This design comes from an exercise in tuning for small area and a short achievable clock period on the open sky130 flow, not from production work. Where RTL was checked, it was by simulation tests only, not by an equivalence proof against the original. The flow treats the clock pin as an ideal source. Dropping or thinning the clock tree relies on that and would not hold on a real chip. Power figures rest on the tool's default switching activity, not on a simulated workload.

## job 1264
==> flow/design.v <==
module axis_dwidth_upsizer #(
  parameter WIDTH      = 32,  
  parameter NUM_REG    =  4  
)(
    input  logic aclk,
    input  logic aresetn,
    input  logic s_axis_tvalid,
    output logic s_axis_tready,
    input  logic [WIDTH-1:0] s_axis_tdata,
    input  logic s_axis_tlast,
    output logic m_axis_tvalid,
    input  logic m_axis_tready,
    output logic [WIDTH*NUM_REG-1:0] m_axis_tdata,
    output logic m_axis_tlast
);
  logic [NUM_REG*WIDTH-1:0] s_reg;
  logic [2:0] cnt;
  logic       vld;    
  logic       rdy;    
  logic       tl;     
  logic       fill;   
  wire full  = (cnt == NUM_REG);
  wire acc   = ~vld & ~full;           
  wire shift = (acc & s_axis_tvalid) | fill;
  always @(posedge aclk) begin
    if (shift)
      s_reg <= {s_reg[(NUM_REG-1)*WIDTH-1:0], s_axis_tdata & {WIDTH{~fill}}};
  end
  logic [2:0] cnt_n;
  logic       vld_n, tl_n;
  always @* begin
    cnt_n = cnt;
    vld_n = vld;
    tl_n  = tl;
    if (vld) begin
      if (m_axis_tready) begin
        vld_n = 0;
        tl_n  = 0;
      end
    end else if (full) begin
      vld_n = 1;
      cnt_n = 0;
    end else begin
      if (s_axis_tlast) tl_n = 1;
      if (shift) cnt_n = cnt + 1;
    end
  end
  always @(posedge aclk) begin
    if (aresetn == 0) begin
      cnt  <= 0;
      vld  <= 0;
      rdy  <= 1;
      tl   <= 0;
      fill <= 0;
    end else begin
      cnt  <= cnt_n;
      vld  <= vld_n;
      rdy  <= ~vld_n;
      tl   <= tl_n;
      fill <= tl_n & (cnt_n != 0) & (cnt_n != NUM_REG) & ~vld_n;
    end
  end
  assign s_axis_tready = rdy;
  assign m_axis_tvalid = vld;
  assign m_axis_tdata  = s_reg;
  assign m_axis_tlast  = tl;
endmodule
Settings: LEC_CHECK=0, CAP_MARGIN=20, CORE_MARGIN=2, CORE_UTILIZATION=40, SLEW_MARGIN=20; clock period 3.5 ns.
standard.sh (not shown) runs the stock make flow with config.mk's settings and CLKGATE_MAP_FILE= SYNTH_SCRIPT=/design/flow/synth_recipe.tcl, a recipe that flattens the netlist after the stock synthesis.
==> flow/flow/run.sh <==
#!/bin/bash
# Standard ORFS layout, with the port buffers made of the smallest buffer cell
# (buffer_ports otherwise picks a clock delay buffer for every port).
set -euo pipefail
bash standard.sh BUFFER_PORTS_ARGS="-buffer_cell sky130_fd_sc_hd__buf_1" finish > orfs_make.log 2>&1
Job 1264 ran to completion and came out clean on the timing, DRC and antenna checks.
[inputs] job 9566 vs job 1264
diff --git a/flow/config.mk b/flow/config.mk
--- a/flow/config.mk
+++ b/flow/config.mk
@@ -9,3 +9,4 @@
 export CORE_MARGIN = 2
-export CORE_UTILIZATION = 40
+export CORE_UTILIZATION = 60
+export CTS_BUF_LIST = sky130_fd_sc_hd__clkbuf_4 sky130_fd_sc_hd__clkbuf_8
 export SLEW_MARGIN = 20
### Flow results
- Compared job 9566 against job 1264; worst setup skew after layout within noise.
- The minimum hold slack of job 9566 was superior to that of job 1264.
- From job 1264 to job 9566 the numbers moved as follows: wire length down about 8%; switching share of total power up 0.88 points.
- Job 9566 ends up with lower total power than job 1264 does.
- Between job 9566 and job 1264, it is job 9566 whose count of buffers not belonging to the clock network in the layout is higher, by 1.
- Taking job 1264 as the reference, in job 9566 via count now smaller, register clock-pin slew on the reported worst setup and hold paths level.
Function was not checked in any run of this note: the RTL went through the layout flow alone.


main:
Another version of the RTL of axis_dwidth_upsizer (not shown whole).
Size: ~140 flip-flops, ~0.0041 mm^2 of cells after synthesis.
clock: 3.5 ns
lec_check: 0
cap_margin: 20
core_margin: 2
core_utilization: 40
slew_margin: 20
synth_hierarchical: 1
synth_minimum_keep_size: 0
==> flow/flow/run.sh <==
#!/bin/bash
# Standard ORFS layout with:
# - the smallest buffer cell for the port buffers (buffer_ports otherwise picks
#   a clock delay buffer);
# - every pin placed by flow/io_pins.tcl, a data bit's pins together, and each
#   bit's cells moved next to its pins before detailed placement
#   (flow/bit_place.tcl);
# - a two-level clock tree of inverters, four fed by the clock port and eight
#   driving the registers (flow/clock_tree.tcl), then a setup repair aimed at
#   FLOW_REPAIR_MARGIN, a downsizing of cells with slack to spare, and a
#   second repair, all at the end of the CTS step (flow/post_cts.tcl).
# ORFS's own output goes to orfs_make.log; each tool's log stays in orfs/logs/.
set -euo pipefail
F=$(cd "$(dirname "$0")" && pwd)
export FLOW_REPAIR_MARGIN=${FLOW_REPAIR_MARGIN:-2.17}
export FLOW_RECOVER=${FLOW_RECOVER:-100}
export FLOW_REPAIR_ARGS=${FLOW_REPAIR_ARGS:-}
CTS="-sink_clustering_enable -dont_use_dummy_load -buf_list sky130_fd_sc_hd__clkbuf_16"
bash standard.sh BUFFER_PORTS_ARGS="-buffer_cell sky130_fd_sc_hd__buf_1" CTS_ARGS="$CTS" \
  PRE_IO_PLACEMENT_TCL="$F/io_pins.tcl" PRE_DETAIL_PLACE_TCL="$F/bit_place.tcl" POST_CTS_TCL="$F/post_cts.tcl" finish > orfs_make.log 2>&1
==> flow/flow/io_pins.tcl <==
# Run before ORFS's pin placement (PRE_IO_PLACEMENT_TCL): places every pin along
# the die edge in a fixed order, so that each data bit's pins sit together: for
# bit b the four output bits that can hold input bit b (one per slot) with
# s_axis_tdata[b] in their middle, and the control pins together.
proc my_place_pins { } {
  set block [ord::get_db_block]
  set die [$block getDieArea]
  set W [$die xMax]
  set H [$die yMax]
  set n 4
  set w 32
  set seq {}
  for { set b 0 } { $b < $w } { incr b } {
    if { $b == $w / 2 } {
      lappend seq s_axis_tvalid s_axis_tready s_axis_tlast aresetn aclk m_axis_tvalid m_axis_tready m_axis_tlast
    }
    lappend seq "m_axis_tdata\[[expr {3 * $w + $b}]\]" "m_axis_tdata\[[expr {2 * $w + $b}]\]" \
      "s_axis_tdata\[$b\]" "m_axis_tdata\[[expr {$w + $b}]\]" "m_axis_tdata\[$b\]"
  }
  set npins [llength $seq]
  # Walk the edge counterclockwise from the bottom left corner, keeping clear of corners.
  set corner 3000
  set eh [expr {$W - 2 * $corner}]
  set ev [expr {$H - 2 * $corner}]
  set perim [expr {2 * ($eh + $ev)}]
  set step [expr {double($perim) / $npins}]
  set i 0
  foreach name $seq {
    set d [expr {($i + 0.5) * $step}]
    if { $d < $eh } {
      set x [expr {$corner + $d}]; set y 0; set layer $::env(IO_PLACER_V); set size {0.14 0.485}
    } elseif { $d < $eh + $ev } {
      set x $W; set y [expr {$corner + $d - $eh}]; set layer $::env(IO_PLACER_H); set size {0.8 0.3}
    } elseif { $d < 2 * $eh + $ev } {
      set x [expr {$W - $corner - ($d - $eh - $ev)}]; set y $H; set layer $::env(IO_PLACER_V); set size {0.14 0.485}
    } else {
      set x 0; set y [expr {$H - $corner - ($d - 2 * $eh - $ev)}]; set layer $::env(IO_PLACER_H); set size {0.8 0.3}
    }
    set dbu [$block getDbUnitsPerMicron]
    place_pin -pin_name $name -layer $layer -location [list [expr {double($x) / $dbu}] [expr {double($y) / $dbu}]] \
      -pin_size $size -force_to_die_boundary
    incr i
  }
}
my_place_pins
Other scripts of this flow, unchanged in this note and not shown: flow/flow/bit_place.tcl, flow/flow/clock_tree.tcl, flow/flow/post_cts.tcl
main finished end to end and its layout was clean on timing, DRC and antenna.
Input-level comparison between the feature branch and main:
diff --git a/flow/flow/io_pins.tcl b/flow/flow/io_pins.tcl
--- a/flow/flow/io_pins.tcl
+++ b/flow/flow/io_pins.tcl
@@ -21 +21,3 @@
-  # Walk the edge counterclockwise from the bottom left corner, keeping clear of corners.
+  # Pins on the left and right edges sit at row centres, one per row, so that
+  # each gets a row of its own for its cells; the rest share the bottom and top
+  # edges evenly. Corners are kept clear.
@@ -23,4 +25,22 @@
-  set eh [expr {$W - 2 * $corner}]
-  set ev [expr {$H - 2 * $corner}]
-  set perim [expr {2 * ($eh + $ev)}]
-  set step [expr {double($perim) / $npins}]
+  if { [info exists ::env(FLOW_PIN_CORNER)] } { set corner $::env(FLOW_PIN_CORNER) }
+  set core [$block getCoreArea]
+  set rowh 2720
+  foreach row [$block getRows] { set rowh [[$row getSite] getHeight]; break }
+  set ys {}
+  for { set y [expr {[$core yMin] + $rowh / 2}] } { $y < [$core yMax] } { incr y $rowh } {
+    if { $y >= $corner && $y <= $H - $corner } { lappend ys $y }
+  }
+  set nlr [llength $ys]
+  set ntb [expr {($npins - 2 * $nlr + 1) / 2}]
+  set nb $ntb
+  set nt [expr {$npins - 2 * $nlr - $nb}]
+  set locs {}
+  set span [expr {$W - 2 * $corner}]
+  for { set i 0 } { $i < $nb } { incr i } {
+    lappend locs [list [expr {$corner + ($i + 0.5) * $span / $nb}] 0 $::env(IO_PLACER_V) {0.14 0.485}]
+  }
+  foreach y $ys { lappend locs [list $W $y $::env(IO_PLACER_H) {0.8 0.3}] }
+  for { set i 0 } { $i < $nt } { incr i } {
+    lappend locs [list [expr {$W - $corner - ($i + 0.5) * $span / $nt}] $H $::env(IO_PLACER_V) {0.14 0.485}]
+  }
+  foreach y [lreverse $ys] { lappend locs [list 0 $y $::env(IO_PLACER_H) {0.8 0.3}] }
@@ -29,10 +49 @@
-    set d [expr {($i + 0.5) * $step}]
-    if { $d < $eh } {
-      set x [expr {$corner + $d}]; set y 0; set layer $::env(IO_PLACER_V); set size {0.14 0.485}
-    } elseif { $d < $eh + $ev } {
-      set x $W; set y [expr {$corner + $d - $eh}]; set layer $::env(IO_PLACER_H); set size {0.8 0.3}
-    } elseif { $d < 2 * $eh + $ev } {
-      set x [expr {$W - $corner - ($d - $eh - $ev)}]; set y $H; set layer $::env(IO_PLACER_V); set size {0.14 0.485}
-    } else {
-      set x 0; set y [expr {$H - $corner - ($d - 2 * $eh - $ev)}]; set layer $::env(IO_PLACER_H); set size {0.8 0.3}
-    }
+    lassign [lindex $locs $i] x y layer size
### Flow results
Diff main..the feature branch | leakage power of the design | negligible. Of the two candidates, main has the worse first-pass GRT wire length and the feature branch the better one. Compared with main, the feature branch shows a routed wire length that is about 0.56% higher. Final critical-path share of the clock period: the feature branch vs main — no meaningful difference. No stage failed in the feature branch, and the final checks on the layout all came back clean. main completed every stage of the flow, and the final layout passed the timing, DRC and antenna checks. Cell internal power dissipation of main is on par with the feature branch.

[separate check: timing with driven ports]
No port has a modelled driver above. Below, the same layouts with a new extraction and two added sets of constraints. Step 1 (the two cells are an assumption about what drives the block):
set clk [get_ports {aclk}]
set_driving_cell -lib_cell sky130_fd_sc_hd__clkbuf_16 $clk
set_driving_cell -lib_cell sky130_fd_sc_hd__buf_2 [delete_from_list [all_inputs] $clk]
Step 2 moves the port delays by t, midway between the first and last clock arrival at a register: inputs arrive t later, outputs are due t later. That takes back most of the time a late clock gives input paths. a / b / c = ideal / step 1 / step 2; a / b = the first two.
| run | t (ns) | setup slack, ns | hold slack, ns |
|---|---|---|---|
| job 1264 | 0.528 | 1.122 / 1.122 / 1.122 | 0.442 / 0.442 / 0.442 |
| job 9566 | 0.437 | 1.208 / 1.208 / 1.208 | 0.447 / 0.447 / 0.447 |
| main | 0.232 | 2.168 / 2.045 / 2.187 | 0.451 / 0.451 / 0.451 |
| the feature branch | 0.236 | 2.171 / 2.043 / 2.168 | 0.451 / 0.451 / 0.451 |
After both steps setup and hold are still met in every run listed. For the feature branch, which loses most, drivers alone change the setup slack by -0.128 ns; drivers and shift together by -0.003 ns.
